Background: an optimization exercise with open tools, aiming at small area. Do not read the settings as production practice. Function was checked by simulation only, so behaviour that the tests miss may differ from the original. No activity file was given, so power comes from the tool's default toggle rates.

==> flow/design.v, too long to show whole: its modules and the start of the top module <==
// module CompUnit: 989 lines
// module FullAdd: 10 lines
// module SelN: 11 lines
// module XnorN: 7 lines
// module XorN: 7 lines
// module OrN: 7 lines
module CompUnit #(
    parameter value_width = 16
) (
    input wire clk,
    input wire [2:0] instr,
    input wire [value_width-1:0] A1,
    input wire [value_width-1:0] A2,
    input wire [value_width-1:0] W1,
    input wire [value_width-1:0] W2,
    output reg [value_width-1:0] out1
);
  // ...
==> flow/run.sh <==
#!/bin/bash
# synth_recipe.tcl (not shown) runs the flow's synth.tcl, then flattens the netlist and writes it again
# the make line also repeats each setting of config.mk as NAME=value (left out here)
make -C /OpenROAD-flow-scripts/flow DESIGN_CONFIG=/design/flow/config.mk WORK_HOME=/design/flow/orfs CLKGATE_MAP_FILE= SYNTH_SCRIPT=/design/flow/synth_recipe.tcl finish
==> flow/config.mk <==
export PLATFORM = sky130hd
export DESIGN_NAME = CompUnit
export DESIGN_NICKNAME = CompUnit
export VERILOG_FILES = /design/flow/design.v
export SDC_FILE = /design/flow/constraint.sdc
export NUM_CORES = 4
export LEC_CHECK = 0
export ABC_CLOCK_PERIOD_IN_PS = 10000
export CAP_MARGIN = 20
export CORE_MARGIN = 2
export CORE_UTILIZATION = 40
export SLEW_MARGIN = 20
export SYNTH_HIERARCHICAL = 1
==> flow/constraint.sdc <==
create_clock -name core_clock -period 10.0 [get_ports {clk}]
set_input_delay 2.0000 -clock core_clock [delete_from_list [all_inputs] [get_ports {clk}]]
set_output_delay 2.0000 -clock core_clock [all_outputs]
set_load 0.01 [all_outputs]
==> flow_metrics.py, run 1 <==
metrics = {
    "detailed_routing": {
        "wirelength_met1_um": 7980,
        "ant_nets": 0,
        "final_routed_wirelength_across_all_metal_layers_um": 20700,
        "detailroute.via_count": 5615,
    },
    "setup_path": {
        "startpoint_class_of_the_critical_path": "input port",
        "endpoint_kind": "register",
        "cpMostUsedCell": "sky130_fd_sc_hd__fa_1",
        "reg2reg_from": "out1[0]",
        "endpoint": "out1[15]",
    },
    "yosys": {
        "synth_edf_count": 0,
        "yosys_most_used_dff": "sky130_fd_sc_hd__dfxtp_1",
        "netlist_top_cells_area": "sky130_fd_sc_hd__fa_1, sky130_fd_sc_hd__a222oi_1, sky130_fd_sc_hd__dfxtp_1",
        "synth_most_common_cell": "sky130_fd_sc_hd__fa_1",
        "synth_area_um2": 5700,
        "yosys.cell_types.count": 30,
        "synth_area_in_xor_xnor": 0.0646,
    },
    "final_layout": {
        "final_util": 0.517,
        "area_dominant_class": "multi-input combinational cells",
        "clock_cell_area_share": 0.0124,
        "layout.clock_buffers": 4,
        "multiInputCombCellCount": 426,
        "numSequentialCells": 16,
        "final_area_um2": 7170,
        "area.share.sequential": 0.0447,
        "regMostFlops": "out1",
    },
    "die": {
        "floorplan.io_pins": 84,
        "rows": 43,
        "num_tap_cells": 180,
    },
    "run_status": {
        "run_status": "no timing/DRC/antenna violations",
    },
    "power": {
        "p_int_uw": 732,
        "power.clock.fraction": 0.058,
        "ir_worst_vdd_v": 0.000142,
        "power.switching_uw": 741,
        "relative_contribution_of_combinational_cells_to_total_power": 0.837,
        "power_per_cell_area_nw_per_um2": 205,
    },
    "clock_network": {
        "cts.clk_slew.worst_paths_ps": 50,
        "resize_count_post_cts": 0,
        "insertion_delay_ps": 240,
    },
    "sta": {
        "tns_ps": 0,
        "final.setup_skew_ps": 1.11,
        "setup_viol": 0,
    },
    "global_routing": {
        "grt_util_met2": 0.451,
        "busiest_layer": "met2",
    },
    "placement": {
        "final_hpwl_dp_um": 16600,
        "placedCellCount": 773,
    },
}
==> inputs of run 2 (changes only) <==
--- a/flow/design.v
+++ b/flow/design.v
@@ -804,31 +804,31 @@
 SelN unb6_3_260 (.s1(pb6_253), .a(W2[3]), .s2(qb6_254), .b(W2[2]), .s3(rb6_255), .c(s138), .y(nb6_3_260));
 assign pb7_261 = (en2 & ~A2[15] & A2[14]);
 assign qb7_262 = en2 & A2[15] & ~A2[14];
 assign rb7_263 = en2 & A2[15] & A2[14];
 assign zb7_264 = (en2 & A2[14]);
 assign nb7_0_265 = ~(W2[0] & zb7_264);
 SelN unb7_1_266 (.s1(pb7_261), .a(W2[1]), .s2(qb7_262), .b(W2[0]), .s3(rb7_263), .c(t134), .y(nb7_1_266));
 assign nacc0_267 = ~(keep & out1[0]);
-assign nacc1_268 = ~((keep & out1[1]) | (dbl & out1[0]));
-assign nacc2_269 = ~((keep & out1[2]) | (dbl & out1[1]));
-assign nacc3_270 = ~((keep & out1[3]) | (dbl & out1[2]));
-assign nacc4_271 = ~((keep & out1[4]) | (dbl & out1[3]));
-assign nacc5_272 = ~((keep & out1[5]) | (dbl & out1[4]));
-assign nacc6_273 = ~((keep & out1[6]) | (dbl & out1[5]));
-assign nacc7_274 = ~((keep & out1[7]) | (dbl & out1[6]));
-assign nacc8_275 = ~((keep & out1[8]) | (dbl & out1[7]));
-assign nacc9_276 = ~((keep & out1[9]) | (dbl & out1[8]));
-assign nacc10_277 = ~((keep & out1[10]) | (dbl & out1[9]));
-assign nacc11_278 = ~((keep & out1[11]) | (dbl & out1[10]));
-assign nacc12_279 = ~((keep & out1[12]) | (dbl & out1[11]));
-assign nacc13_280 = ~((keep & out1[13]) | (dbl & out1[12]));
-assign nacc14_281 = ~((keep & out1[14]) | (dbl & out1[13]));
-assign nacc15_282 = ~((keep & out1[15]) | (dbl & out1[14]));
+AccSelN unacc1_268 (.k(keep), .a(out1[1]), .d(dbl), .b(out1[0]), .y(nacc1_268));
+AccSelN unacc2_269 (.k(keep), .a(out1[2]), .d(dbl), .b(out1[1]), .y(nacc2_269));
+AccSelN unacc3_270 (.k(keep), .a(out1[3]), .d(dbl), .b(out1[2]), .y(nacc3_270));
+AccSelN unacc4_271 (.k(keep), .a(out1[4]), .d(dbl), .b(out1[3]), .y(nacc4_271));
+AccSelN unacc5_272 (.k(keep), .a(out1[5]), .d(dbl), .b(out1[4]), .y(nacc5_272));
+AccSelN unacc6_273 (.k(keep), .a(out1[6]), .d(dbl), .b(out1[5]), .y(nacc6_273));
+AccSelN unacc7_274 (.k(keep), .a(out1[7]), .d(dbl), .b(out1[6]), .y(nacc7_274));
+AccSelN unacc8_275 (.k(keep), .a(out1[8]), .d(dbl), .b(out1[7]), .y(nacc8_275));
+AccSelN unacc9_276 (.k(keep), .a(out1[9]), .d(dbl), .b(out1[8]), .y(nacc9_276));
+AccSelN unacc10_277 (.k(keep), .a(out1[10]), .d(dbl), .b(out1[9]), .y(nacc10_277));
+AccSelN unacc11_278 (.k(keep), .a(out1[11]), .d(dbl), .b(out1[10]), .y(nacc11_278));
+AccSelN unacc12_279 (.k(keep), .a(out1[12]), .d(dbl), .b(out1[11]), .y(nacc12_279));
+AccSelN unacc13_280 (.k(keep), .a(out1[13]), .d(dbl), .b(out1[12]), .y(nacc13_280));
+AccSelN unacc14_281 (.k(keep), .a(out1[14]), .d(dbl), .b(out1[13]), .y(nacc14_281));
+AccSelN unacc15_282 (.k(keep), .a(out1[15]), .d(dbl), .b(out1[14]), .y(nacc15_282));
 FullAdd us283 (.a(nacc0_267), .b(na0_0_34), .ci(nb0_0_167), .s(s283), .co(c284));
 XnorN uhs285 (.a(nacc1_268), .b(na0_1_35), .y(hs285));
 OrN uhc286 (.a(nacc1_268), .b(na0_1_35), .y(hc286));
 FullAdd us287 (.a(nb0_1_168), .b(hs285), .ci(c284), .s(s287), .co(c288));
 FullAdd us289 (.a(nacc2_269), .b(na1_0_54), .ci(nb1_0_187), .s(s289), .co(c290));
 FullAdd us291 (.a(na0_2_36), .b(nb0_2_169), .ci(hc286), .s(s291), .co(c292));
 FullAdd us293 (.a(s289), .b(s291), .ci(c288), .s(s293), .co(c294));
 XnorN uhs295 (.a(nacc3_270), .b(na1_1_55), .y(hs295));
@@ -1003,16 +1003,25 @@
     input wire s2,
     input wire b,
     input wire s3,
     input wire c,
     output wire y
 );
 assign y = ~((s1 & a) | (s2 & b) | (s3 & c));
 endmodule
+module AccSelN (
+    input wire k,
+    input wire a,
+    input wire d,
+    input wire b,
+    output wire y
+);
+assign y = ~((k & a) | (d & b));
+endmodule
 module XnorN (
     input wire a,
     input wire b,
     output wire y
 );
 assign y = ~(a ^ b);
 endmodule
 module XorN (
==> flow/flow/run.sh (new file) <==
#!/bin/bash
# The standard layout (standard.sh), with two changes:
#  - ABC sees a light load on each output of a module, so it keeps the
#    smallest drive strength instead of upsizing every module output;
#  - the port buffers are the smallest buffer cell.
# Each step's full output goes to its own log in this folder.
set -euo pipefail
export BUFFER_PORTS_ARGS="-buffer_cell sky130_fd_sc_hd__buf_1"
bash standard.sh ABC_LOAD_IN_FF=0.005 synth > synth.log 2>&1
bash standard.sh ABC_LOAD_IN_FF=0.005 finish > finish.log 2>&1
==> flow/standard.sh (new file) <==
#!/bin/bash
# synth_recipe.tcl (not shown) runs the flow's synth.tcl, then flattens the netlist and writes it again
# the make line also repeats each setting of config.mk as NAME=value (left out here)
make -C /OpenROAD-flow-scripts/flow DESIGN_CONFIG=/design/flow/config.mk WORK_HOME=/design/flow/orfs CLKGATE_MAP_FILE= SYNTH_SCRIPT=/design/flow/synth_recipe.tcl "${@:-finish}"
==> flow/config.mk (replaced) <==
export PLATFORM = sky130hd
export DESIGN_NAME = CompUnit
export DESIGN_NICKNAME = CompUnit
export VERILOG_FILES = /design/flow/design.v
export SDC_FILE = /design/flow/constraint.sdc
export NUM_CORES = 4
export LEC_CHECK = 0
export ABC_CLOCK_PERIOD_IN_PS = 10000
export CAP_MARGIN = 0
export CORE_MARGIN = 2
export CORE_UTILIZATION = 40
export CTS_BUF_LIST = sky130_fd_sc_hd__clkbuf_4
export GPL_TIMING_DRIVEN = 0
export PLACE_DENSITY = 0.5
export SLEW_MARGIN = 0
export SYNTH_HIERARCHICAL = 1
removed: flow/run.sh
==> flow_metrics.py, run 2 <==
metrics = {
    "sta": {
        "finalMaxSlewViolations": 0,
        "final.setup_skew_ps": 9.41,
        "period_utilisation_layout": 0.969,
        "setup_viol": 0,
        "grt_setup_unrepaired": "no",
        "finalWorstSetupSlack_ps": 311,
        "timing.final.crit_period_ps": 9690,
        "worst_pin_slew_ps": 1270,
        "clock.fmax_ghz": 0.103,
        "slew_headroom": 0.155,
        "final_hold_viol_count": 0,
    },
    "setup_path": {
        "cp.buffers_inverters": 1,
        "crit_arrival_ps": 9860,
        "path_cells": "buf_1 > ha_1 > fa_1 > a222oi_1 > fa_1 > fa_1 > fa_1 > fa_1 > fa_1 > fa_1 > fa_1 > fa_1 > fa_1 > fa_1 > fa_1 > fa_1 > fa_1 > fa_1 > xor2_1",
        "timing_worst_setup_path_type": "in -> reg",
        "endpoint_kind": "register",
        "cpLargestDelayFamily": "adder cells",
        "max_stage_delay_ps": 720,
        "cpMostUsedCell": "sky130_fd_sc_hd__fa_1",
        "startpoint_class_of_the_critical_path": "input port",
        "critical_path.max_fanout": 17,
        "cp_slowest_cell": "sky130_fd_sc_hd__buf_1",
        "worst-endpoint-required_ps": 10170,
    },
    "clock_network": {
        "tritoncts": "done",
        "postCtsSetupRepairBufs": 0,
        "clk_path_buf_depth": 2,
        "cts-buffers-inserted": 3,
        "cts_htree_levels": 1,
        "cts.clk_slew.worst_paths_ps": 90,
        "insertion_delay_ps": 290,
        "clock_sink_count": 16,
        "clockRootBuffer": "sky130_fd_sc_hd__clkbuf_4",
    },
    "die": {
        "die_height_um": 122,
        "starting_utilization_of_the_core_area": 0.405,
        "rows": 43,
        "floorplan.io_pins": 84,
        "floorplan.core_area_um2": 13700,
        "die-area_um2": 14800,
        "die_width_um": 122,
    },
    "power": {
        "power_per_cell_area_nw_per_um2": 209,
        "ir_worst_vdd_v": 0.000186,
        "total_leakage_power_nw": 1.55,
        "totalPowerFinal_mw": 1.29,
    },
    "flow_run": {
        "maxCapViolCount": 0,
    },
    "final_layout": {
        "mostFrequentLayoutCells": "sky130_fd_sc_hd__fa_1, sky130_fd_sc_hd__a222oi_1, sky130_fd_sc_hd__buf_1",
        "regMostFlops": "out1",
        "flow.area_growth_from_synthesis_pct": 11.3,
        "post_route_insts_no_fill": 721,
        "nets": 751,
        "filler_cell_count": 1364,
        "final_layout_size_suffix_gt1_frac": 0.0462,
        "top_regs": "out1: 16 flops",
        "largest_reg_flops": 16,
        "mostFrequentLayoutCell": "sky130_fd_sc_hd__fa_1",
        "final_util": 0.450,
        "final_area_um2": 6180,
        "num_antenna_cells": 0,
    },
    "global_routing": {
        "grt_pass1_wl_um": 29100,
        "maximum_number_of_pins_on_one_net_before_global_route_repair": 18,
        "antenna_found_initial": 0,
        "globalRouteTotalUtil": 0.258,
        "vias_in_the_first_global_route": 5172,
        "grt.overflow.total": 0,
    },
    "detailed_routing": {
        "vias_per_cell": 7.15,
        "wl_met2_um": 8690,
        "wirelength_met1_um": 7230,
        "remaining_drc_errors": 0,
        "detail_route.iter0.violations": 1254,
        "detailroute.via_count": 5155,
        "ant_nets": 0,
        "final_routed_wirelength_across_all_metal_layers_um": 18800,
        "detail_route.first_pass.iterations": 11,
        "routedWlPerCell_um": 26.1,
        "topRoutingLayerUsed": "met4",
        "routed-wl-met3_um": 2100,
    },
    "yosys": {
        "synth_area_um2": 5550,
        "synth-warning-count": 7,
        "synthDominantAreaCellType": "sky130_fd_sc_hd__fa_1",
        "synth_edf_count": 0,
        "yosys.cell_types.count": 28,
        "async_reset_ff_frac": 0,
        "synth_commonest_cells": "sky130_fd_sc_hd__fa_1, sky130_fd_sc_hd__a222oi_1, sky130_fd_sc_hd__xor2_1, sky130_fd_sc_hd__nor3b_1, sky130_fd_sc_hd__nand2_1",
        "synth_fp_nets": 662,
        "synthesis.instances": 453,
        "synthesis.area_per_instance_um2": 12.3,
        "netlist_top_cells_area": "sky130_fd_sc_hd__fa_1, sky130_fd_sc_hd__a222oi_1, sky130_fd_sc_hd__dfxtp_1",
        "synth_most_common_cell": "sky130_fd_sc_hd__fa_1",
        "synth_top_cell_area_share": 0.501,
        "sequential_cell_area_fraction_in_the_yosys_report": 0.0577,
        "postSynthRegisterBits": 16,
        "yosys_most_used_dff": "sky130_fd_sc_hd__dfxtp_1",
    },
    "placement": {
        "dpl_cell_area_um2": 6130,
        "routabilityCongestion": 0.829,
        "port_buffers": 83,
        "detailedPlace.worstSlack_ps": 23.2,
        "placedCellCount": 717,
        "final_hpwl_dp_um": 15400,
    },
    "hold_path": {
        "hp-class": "reg -> reg",
    },
    "run_status": {
        "run_status": "no timing/DRC/antenna violations",
    },
}
==> run 2: changes by cell type after synthesis, sizes merged, moves of 2 or more <==
cell	delta
a22oi	+15
a31oi	-15
o21a	-15
buf	-5
nand2	+2
nor2	+2
==> run 2: area by class of cell <==
cell class	instances	area (um2)	area share
flip-flops and latches	16	320	0.0518
clock buffers	3	22.5	0.00365
inverters	16	60.1	0.00972
multi-input cells	415	5180	0.838
well taps	180	225	0.0365
repair buffers	84	323	0.0522
plain buffers	6	47.5	0.00770
clock inverters	1	3.75	0.000608
==> run 2: worst paths after layout <==
kind / from / to / slack [ps] / depth (start not counted)
setup reg to reg: out1[1] / out1[15] / 3330 / 17
hold / removal: out1[0] / out1[0] / 660 / 3
setup / recovery: W2[1] / out1[15] / 310 / 19
hold reg to reg: out1[0] / out1[0] / 660 / 3
==> run 2: cell families after synthesis <==
group	synth area share
buffers and inverters	0.0194
AOI/OAI and AO/OA	0.254
xor gates and xnor gates	0.0662
DFF	0.0577
and+or+nand+nor	0.0969
adders and majority gates	0.506
==> run 2: through the flow <==
stage | hold slack, ps | setup TNS (ps)
6_report | 662 | 0
4_1_cts | 679 | 0
3_5_place_dp | 666 | 0
5_1_grt | 721 | 0
3_3_place_gp | 643 | -776
2_1_floorplan | 655 | 0
==> run 2: what timing repair did <==
| item | 4_1_cts | 5_1_grt |
|---|---|---|
| hold buffers | 0 | 0 |
| endpoints found under the hold margin | 0 | 0 |
| gates resized for setup | 0 | 2 |
| endpoints found under the setup margin | 0 | 2 |
==> run 2: worst min-delay path, delay by kind of cell (launching register included) <==
family | cells | cell delay (ps)
and+or+nand+nor | 1 | 90
buffers and inverters | 1 | 40
DFF | 1 | 340
adders and majority gates | 1 | 160
==> run 2: metal layers <==
layer	global-route usage	vias up
li1	-	2130
met1	0.366	2623
met2	0.408	366
met3	0.0295	36
met4	0.0963	0
met5	0	-
==> run 2: report_power, final <==
part | internal (mW) | leakage [nW] | switching (mW)
Sequential | 0.116 | 0.135 | 0.0288
Clock | 0.0145 | 0.0154 | 0.0191
Combinational | 0.464 | 1.40 | 0.647
==> run 2: modules after synthesis (local to each module, per instance) <==
module | cell area [um2] | flops+latches
OrN | 6.26 | 0
XorN | 8.76 | 0
FullAdd | 20.0 | 0
XnorN | 8.76 | 0
SelN | 10.0 | 0
CompUnit | 1000 | 16
AccSelN | 7.51 | 0

==> afterwards: timing with drivers on the ports <==
Ports are ideal in the flow. The routed layouts listed here were re-timed in OpenROAD. Step 1 assumes that a clkbuf_16 drives the clock port and a buf_2 every other input. Step 2 moves the port delays by t, midway between the first and last clock arrival at a register: inputs arrive t later, outputs are due t later. That takes back most of the time a late clock gives input paths. a / b / c = ideal / step 1 / step 2; a / b = the first two.
| run | t (ns) | slack for setup (ns) | worst register clock-pin slew, ns |
|---|---|---|---|
| run 1 | 0.275 | 0.513 / 0.520 / 0.246 | 0.05 / 0.05 |
| run 2 | 0.301 | 0.311 / 0.299 / -0.002 | 0.09 / 0.09 |
Met with ideal ports but missed after step 2: setup timing in run 2. For run 2, which loses most, drivers alone change the setup slack by -0.012 ns; drivers and shift together by -0.313 ns.
